From an optimization exercise on the open Yosys and OpenROAD flow, aimed at small area; shortcuts taken in it are not production practice. In this exercise RTL edits were held to simulation tests only and were not proved equivalent to the original. Power and IR drop assume default switching activity.

==> flow/design.v <==
module mux_2x1 #(parameter N=8) 
(input [N-1:0] it0,it1, 
input sel, 
output[N-1:0] out);
assign out = (sel==1'b1)?it1:it0;  
endmodule
module mux_4x1 #(parameter N=12) 
(input [N-1:0] it0,it1, it2, it3,
input [1:0] sel, 
output reg [N-1:0] out);
always @(*) begin
case(sel)
2'b00 : out = it0;
2'b01 : out = it1;
2'b10 : out = it2;
2'b11 : out = it3;
default : out = 0;
endcase
end
endmodule
module ULA (input [7:0] SrcA, SrcB,
input [2:0] ULAControl,
output Z,
output reg [7:0] ULAResult);
always @(*) begin		
	case (ULAControl)  
		3'b000 : ULAResult <= SrcA + SrcB; 
		3'b001 : ULAResult <= SrcA + (~SrcB) +1;
		3'b010 : ULAResult <= SrcA & SrcB;  
		3'b011: ULAResult <= SrcA | SrcB;  
      3'b100: ULAResult <= SrcA ^ SrcB;
		3'b101 : ULAResult <= (SrcA<SrcB)?1:0;
		3'b110 : ULAResult <= SrcA >> SrcB;  
		default :	ULAResult = 0;
	endcase
end
assign Z = (ULAResult==1'b0)?1:0;
endmodule
module ControlUnit (input [6:0] OP, Funct7,
input [2:0] Funct3,
output reg [2:0] ULAControl,
output reg ULASrc, RegWrite, MemWrite,Branch, Jump, Jr,
output reg [1:0] ImmSrc, ResultSrc);
always @(*) begin
casex({OP,Funct3,Funct7})
17'b0110011_000_0000000 :{RegWrite,ImmSrc,ULASrc,ULAControl,MemWrite,ResultSrc,Branch,Jump, Jr} = 13'b1000000000000;
17'b0110011_000_0100000 :{RegWrite,ImmSrc,ULASrc,ULAControl,MemWrite,ResultSrc,Branch,Jump, Jr} = 13'b1000001000000;
17'b0110011_111_0000000 :{RegWrite,ImmSrc,ULASrc,ULAControl,MemWrite,ResultSrc,Branch,Jump, Jr} = 13'b1000010000000;
17'b0110011_110_0000000 :{RegWrite,ImmSrc,ULASrc,ULAControl,MemWrite,ResultSrc,Branch,Jump, Jr} = 13'b1000011000000;
17'b0110011_100_0000000 :{RegWrite,ImmSrc,ULASrc,ULAControl,MemWrite,ResultSrc,Branch,Jump, Jr} = 13'b1000100000000;
17'b0110011_010_0000000 :{RegWrite,ImmSrc,ULASrc,ULAControl,MemWrite,ResultSrc,Branch,Jump, Jr} = 13'b1000101000000;
17'b0010011_000_xxxxxxx :{RegWrite,ImmSrc,ULASrc,ULAControl,MemWrite,ResultSrc,Branch,Jump, Jr} = 13'b1001000000000;
17'b0000011_000_xxxxxxx :{RegWrite,ImmSrc,ULASrc,ULAControl,MemWrite,ResultSrc,Branch,Jump, Jr} = 13'b1001000001000;
17'b0100011_000_xxxxxxx :{RegWrite,ImmSrc,ULASrc,ULAControl,MemWrite,ResultSrc,Branch,Jump, Jr} = 13'b0011000100000;
17'b1100011_000_xxxxxxx :{RegWrite,ImmSrc,ULASrc,ULAControl,MemWrite,ResultSrc,Branch,Jump, Jr} = 13'b0100001000100;
17'b1101111_xxx_xxxxxxx :{RegWrite,ImmSrc,ULASrc,ULAControl,MemWrite,ResultSrc,Branch,Jump, Jr} = 13'b1110000010010;  
17'b0010011_110_xxxxxxx :{RegWrite,ImmSrc,ULASrc,ULAControl,MemWrite,ResultSrc,Branch,Jump, Jr} = 13'b1001011000000;  
17'b0010011_111_xxxxxxx :{RegWrite,ImmSrc,ULASrc,ULAControl,MemWrite,ResultSrc,Branch,Jump, Jr} = 13'b1001010000000; 
17'b0110011_101_0000000 :{RegWrite,ImmSrc,ULASrc,ULAControl,MemWrite,ResultSrc,Branch,Jump, Jr} = 13'b1000110000000; 
17'b1100111_000_xxxxxxx :{RegWrite,ImmSrc,ULASrc,ULAControl,MemWrite,ResultSrc,Branch,Jump, Jr} = 13'b0000000000011;  
default : {RegWrite,ImmSrc,ULASrc,ULAControl,MemWrite,ResultSrc,Branch,Jump, Jr} = 13'b0000_0000_0000_0;
endcase
end
endmodule
module Program_Counter(input clk,
input rst,
input[7:0] PCin,
output reg [7:0] PC);
always @ (posedge clk or negedge rst)
begin
	if(!rst)
	PC <=0;
	else
	PC <= PCin;
end
endmodule
module registrars_bank 
(input [7:0] wd3,
input [2:0] wa3,
input we3, clk,
input [2:0]  ra1, ra2,
input rst,
output [7:0] rd1, rd2,
output [7:0] saida_0, saida_1, saida_2, saida_3, saida_4, saida_5, saida_6, saida_7);
reg [7:0] register [7:0];
integer i;
always @ (posedge clk or negedge rst)
begin
		if (!rst)  
		begin
			for(i=0;i<8;i=i+1)
			begin
			register[i]<=0;
			end
		end
		else if (we3==1 && wa3 != 0)
			register[wa3]<=wd3;
		else 
		register[0] <=0;
end
 assign rd1 = register[ra1];
 assign rd2 = register[ra2];
 assign saida_0 = register[0];
 assign saida_1 = register[1];
 assign saida_2= register[2];
 assign saida_3= register[3];
 assign saida_4 = register[4];
 assign saida_5 = register[5];
 assign saida_6 = register[6];
 assign saida_7 = register[7];
 endmodule
module Data_mem (input [7:0] A, WD,
input rst, WE, clk,
output [7:0] RD);
reg [7:0] armazen [255:0];
integer i;
always @ (posedge clk or negedge rst)
begin
		if (!rst)  
		begin
			for(i=0;i<256;i=i+1)
			begin
			armazen[i]<=0;
			end
		end
		else if (WE==1)
			armazen[A]<=WD;
end
assign RD = armazen[A];
endmodule
module parallel_in
(input [7:0] Data_in,
input [7:0] Address, MemData,
output reg [7:0] RegData);
always @ (*)
begin
	if(Address == 	8'hFF)
	RegData <= Data_in;
	else
	RegData <= MemData;
end	
endmodule	
module parallel_out
(input [7:0] RegData,
input [7:0] Address,
input EN, clk,
input rst,
output reg [7:0] Data_Out);
wire enable;
always @ (posedge clk or negedge rst)
begin
	if(!rst)
		Data_Out <= 0;
	else if(EN == 1 && Address == 8'hFF)
		Data_Out <= RegData;
end	
endmodule	
`default_nettype none
module lasd_cpu (
input wire clk,
input wire rst_n,
output wire [7:0] instr_addr,
input wire [31:0] instr,
input wire [7:0] sw_in,
output wire [7:0] data_out,
output wire [7:0] reg_x1, reg_x2, reg_x3, reg_x4, reg_x5, reg_x6, reg_x7
);
wire w_ULASrc, w_RegWrite, w_MemWrite, w_Branch, w_PCSrc, w_Zero, clock, w_Jump, w_JR;
wire [1:0] w_ImmSrc, w_ResultSrc;
wire [2:0] w_ULAControl;
wire [7:0] w_PCp4, w_PC, w_rd1SrcA, w_rd2, w_SrcB, w_ULAResult, w_Wd3, w_RData, w_PCn, w_ImmPC, w_outJR;
wire [11:0] w_Imm12;
wire [7:0] w_Imm;
wire [31:0] w_Inst;
wire [7:0] w_DataOut, w_Data_in, w_RegData;
wire [7:0] w_x0;
assign clock = clk;
assign w_Inst = instr;
assign instr_addr = w_PC;
assign w_Data_in = sw_in;
assign data_out = w_DataOut;
assign w_Imm = w_Imm12[7:0];
mux_2x1 #(.N(8)) MuxJr (.it0(w_PC), .it1(w_rd1SrcA), .sel(w_JR), .out(w_outJR) );
assign w_ImmPC = w_Imm + w_outJR;
registrars_bank registradores(.wd3(w_Wd3), .wa3(w_Inst[9:7]), .we3(w_RegWrite), .clk(clock), .ra1(w_Inst[17:15]), .ra2(w_Inst[22:20]),
.rst(rst_n),
.rd1(w_rd1SrcA), .rd2(w_rd2), .saida_0(w_x0), .saida_1(reg_x1), .saida_2(reg_x2), .saida_3(reg_x3), .saida_4(reg_x4), .saida_5(reg_x5), .saida_6(reg_x6), .saida_7(reg_x7)  ) ;
assign w_PCp4 = w_PC+8'd4;
Program_Counter CONTADOR_PROGRAMA (.clk(clock), .rst(rst_n), .PCin(w_PCn), .PC(w_PC) );
ControlUnit unidade_controle (.OP(w_Inst[6:0]), .Funct7(w_Inst[31:25]),
.Funct3(w_Inst[14:12]),
.ULAControl(w_ULAControl[2:0]), .ImmSrc(w_ImmSrc),
.ULASrc(w_ULASrc), .RegWrite(w_RegWrite), .ResultSrc(w_ResultSrc), .MemWrite(w_MemWrite), .Branch(w_Branch), .Jump(w_Jump), .Jr(w_JR));
mux_4x1 #(.N(12)) MuxImmSrc (.it0(w_Inst[31:20]), .it1({w_Inst[31:25],w_Inst[11:7]}), .it2({w_Inst[7], w_Inst[30:25], w_Inst[11:8], 1'b0}), .it3({w_Inst[20], w_Inst[30:21], 1'b0}), .sel(w_ImmSrc), .out(w_Imm12) );
ULA ulinha (.SrcA(w_rd1SrcA), .SrcB(w_SrcB),
.ULAControl(w_ULAControl[2:0]),
.Z(w_Zero),
.ULAResult(w_ULAResult));
mux_2x1 #(.N(8)) MuxULASrc (.it0(w_rd2), .it1(w_Imm), .sel(w_ULASrc), .out(w_SrcB) );
Data_mem memoria_dados (.A(w_ULAResult), .WD(w_rd2), .rst(rst_n),.clk(clock),
.WE(w_MemWrite),.RD(w_RData));
mux_4x1 #(.N(8)) MuxResSrc (.it0(w_ULAResult), .it1(w_RegData), .it2(w_PCp4), .it3(8'h00), .sel(w_ResultSrc), .out(w_Wd3));
assign w_PCSrc = (w_Branch & w_Zero) | w_Jump;
mux_2x1 #(.N(8)) MuxPCSrc (.it0(w_PCp4), .it1(w_ImmPC), .sel(w_PCSrc), .out(w_PCn) );
parallel_out saida (.RegData(w_rd2), .Address(w_ULAResult), .EN(w_MemWrite), .clk(clock), .rst(rst_n),.Data_Out(w_DataOut));
parallel_in entrada (.Data_in(w_Data_in), .Address(w_ULAResult), .MemData(w_RData), .RegData(w_RegData));
endmodule
`default_nettype wire
==> flow/run.sh <==
#!/bin/bash
# synth_recipe.tcl (not shown) runs the flow's synth.tcl, then flattens the netlist and writes it again
# the make line also repeats each setting of config.mk as NAME=value (left out here)
make -C /OpenROAD-flow-scripts/flow DESIGN_CONFIG=/design/flow/config.mk WORK_HOME=/design/flow/orfs CLKGATE_MAP_FILE= SYNTH_SCRIPT=/design/flow/synth_recipe.tcl finish
==> flow/config.mk <==
export PLATFORM = sky130hd
export DESIGN_NAME = lasd_cpu
export DESIGN_NICKNAME = lasd_cpu
export VERILOG_FILES = /design/flow/design.v
export SDC_FILE = /design/flow/constraint.sdc
export NUM_CORES = 4
export LEC_CHECK = 0
export CAP_MARGIN = 20
export CORE_MARGIN = 2
export CORE_UTILIZATION = 30
export SLEW_MARGIN = 20
==> flow/constraint.sdc <==
create_clock -name core_clock -period 10.0 [get_ports {clk}]
set_input_delay 2.0000 -clock core_clock [delete_from_list [all_inputs] [get_ports {clk}]]
set_output_delay 2.0000 -clock core_clock [all_outputs]
set_load 0.01 [all_outputs]
==> impl_results.md <==
- Status: timing/DRC/antenna clean
- Register area share after synthesis: ~56%
- Vias in the first global route: between 90000 and 100k
- Starting DRT DRC Count: around 17000
- PostCTS Resize Cnt: 0
- Cell variety after synth: 103
- Main synth FF type: dfrtp_1
- Reg-to-reg critical path startpoint: registradores.register[5][0]
- Post-Synth XOR/XNOR Area: 0.138%
- Avg Cell Area, Syn: between 9 and 10 um2
- Largest delay share family, worst path: buffers and inverters
- Antenna violations before repair: between 150 and 200
- RSZ-0062 raised after global routing: false
- Critical Path AT: ~11 ns
- Most Frequent Cell on Critical Path: buf_4
- Syn nets: just over 10000
- Largest fanout on the critical path: 10
- Hold path start: memoria_dados.armazen[85][2]
- Synth Area in Compound Gates: between 20% and 30%
- R2r worst-path depth: 33
- First-pass iteration count of the detailed router: 9
- Multi-input logic area: 0.0397 mm2
- Hold endpoint: memoria_dados.armazen[85][2]
- Slew margin rel.: about 15%
- H-tree depth: 5
- Final slew viol count: 0
- Synth async-reset ratio: 100%
- ANT nets after route: 0
- Pleak: roughly 57 nW
- First-pass GRT wire length: 1010000 um
- Fmax achieved: 102 MHz
- Port buffer count: 111
- TritonCTS buffer count: between 200 and 300
- Top post-synthesis cells by area: dfrtp_1 56%, o21ai_0 10%, nand2_1 8.9%
- P per Cell Area: 170 mW/mm2
- Count leader, synth: nand2_1
- Type of the worst setup path: in -> reg
- Worst Setup End Kind: flip-flop
- Grt total ovfl: 0
- Min cycle time layout: roughly 9.8 ns
- Main combinational cell family by area after synthesis: compound AO/OA/AOI/OAI gates
- Post-synthesis mux area share: slightly below 3%
- R2R setup slack: 1.84 ns
- Yosys reg bits: 2120
- Final Cycle Share: between 90% and 100%
- Hold Fails Final Rpt: 0
- Core ar.: about 0.32 mm2
- Clk_skew: between 0.1 and 0.15 ns
- Placed cell count: about 16000
- Worst-path clk slew: 0.06 ns
- Post-CTS setup buffers: 0
- Drt via density: ~6.3
- Post-synthesis simple-gate area fraction: between 15 and 20%
- CTS tree: done
- Worst reg2reg path endpoint: registradores.register[6][0]
- Worst path bufs/invs: 13
- DR WL/cell: 49.1 um
- Max-cap viol count: 0
- Layout cell share with drive strength beyond 1: about a quarter
- Storage element area: 0.0531 mm2
- Area leader, netlist: dfrtp_1
- CP Data Required Time: around 11 ns
- Setup Total Neg Slack: 0 ns
- Vias: 102000
- CTS max path bufs: 4
- Slew @ Worst Pin: between 1 and 1.5 ns
- Worst skew pair latency: about 1.0 ns
- WHS Path Cells: 2
- Number of hold buffers added after CTS: 0
- GP Congestion: approximately 1.1
- DRT Wirelength: about 800000 um
- Die W: ~570 um
- DRC viols: 0
- Post-synth top cells: 2273 x nand2_1, 2120 x dfrtp_1, 1958 x o21ai_0
- Initial Util: approximately 30%
- Post-synth EDFFs: 0
- Slowest-stage cell, CP: or4b_1
- Layout Cells excl Fill: approximately 16000
- Die footprint: 0.322 mm2
- Synth Area in Adders: less than 1%
- Maximum vdd drop: about 0.18 mV
- Syn Std Cell Area: approximately 0.095 mm2
- GRT Overall Usage: 48.7%
- Largest net degree at the start of global routing: about 160
- Util after Layout: roughly two fifths
- Fill cells: about 32000
- Share of the synthesized area in the top cell type: between 50% and 60%
- Detailed Place HPWL: about 630000 um
- TritonCTS Sinks: approximately 2100
- Area Overhead vs Synth: 34.6%
- # rows: ~210
- Yosys warnings: 11
- Final Setup Violations: 0
- Hold Crit Class: reg -> reg
- Die Ht: 568 um
- Clk Tree Root Cell: clkbuf_16
- Slowest stage delay, CP: 0.64 ns
- Cells after Synth: about 10000
- Startpoint types: primary input
- Nets: 11900
- IO Pins: 114
-- power breakdown --
group / internal (mW) / switching, mW
clock: 5.79 / 4.39
sequential: 8.61 / 0.0525
combinational: 0.847 / 2.18
total: 15.2 / 6.63
-- worst max-delay path by stage --
stage	depth (start not counted)	start	slack (ns)	to
floorplan	23	instr[12]	1.74	registradores.register[1][3]
global placement	34	instr[12]	-0.40	registradores.register[4][3]
detailed placement	34	instr[12]	-0.51	registradores.register[1][3]
CTS	34	instr[12]	0.36	registradores.register[1][3]
global route	34	instr[13]	0.12	registradores.register[6][2]
finish	34	instr[12]	0.24	registradores.register[1][3]
-- worst min-delay path, delay by kind of cell, from the launching register on --
family,cells,cell delay (ns)
flops,1,0.34
simple gates,1,0.04
compound gates,1,0.06
-- stage by stage --
step                      worst slack (ns)  total power, mW  hold slack, ns  area, um2
after global placement              -0.403             11.7           0.453     119000
after detailed placement            -0.514             11.7           0.463     119000
after CTS                            0.358             21.7           0.475     128000
after floorplan                       1.74             9.60           0.442      95400
final                                0.242             21.9           0.474     128000
after global routing                 0.125             22.1           0.495     128000
-- placed cells by master (no fill, tap or decap), types with 60 or more instances in the layout --
master / instances
dfrtp_1: 2120
clkbuf_1: 61
a21oi_1: 152
a22o_1: 87
and3_1: 87
buf_4: 1855
a32oi_1: 167
clkdlybuf4s50_1: 110
diode_2: 124
mux2_2: 191
nand4_1: 162
clkbuf_16: 274
nor2_1: 358
nand2_1: 2270
o21ai_0: 1957
a221oi_1: 60
buf_12: 299
nand3_1: 222
a22oi_1: 422
nor3_1: 79
nor4_1: 64
-- layer usage --
| layer | global-route usage, % | up-vias | share of wire, % |
|---|---|---|---|
| met4 | 44.4 | 40 | 11 |
| met3 | 20.6 | 2441 | 13 |
| li1 | - | 40000 | - |
| met1 | 59.1 | 51300 | 37 |
| met5 | 0 | - | 0.045 |
| met2 | 64.8 | 8406 | 39 |
-- sequential cells by signal, indices dropped and copies added, names as in the netlist --
signal	flops
memoria_dados.armazen	2040
CONTADOR_PROGRAMA.PC	8
saida.Data_Out	8
registradores.register	64
-- cell type report --
cell class	count	share of cell area [%]
well taps	4180	4.07
repair buffers	2268	16.4
clock inverters	90	0.841
multi-input cells	7113	30.9
inverters	44	0.129
flip-flops and latches	2120	41.3
diodes	124	0.242
clock buffers	388	6.09
-- kinds of logic after synthesis --
logic type | after synthesis
simple gates | 3495
compound gates | 3321
flops | 2120
buf+inv | 853
mux | 247
fa+ha+maj | 35
xor+xnor | 15

-- what the ideal ports hide --
The results above use ideal ports. As a check the final layout listed here was re-extracted and re-timed, cells and wires unchanged. Step 1, drivers: a clkbuf_16 drives clk and a buf_2 each remaining input, both assumed. Step 2 adds t to the input delays and takes it off the output delays; t is the mean of the earliest and latest rising clock arrival at the registers after step 1. Input paths then give back, and output paths get back, about the clock's delay inside the block. Slacks: ideal ports / drivers / drivers and shift; pairs: ideal ports / drivers.
shift t [ns]: 1.075
slack for setup (ns): 0.242 / 0.330 / -0.745
slew at the worst register clock pin (ns): 0.08 / 0.08
With both steps, setup timing fails in this run, where it was met with ideal ports. The setup slack of this run moves by +0.088 ns with the drivers and by -0.987 ns with both steps.
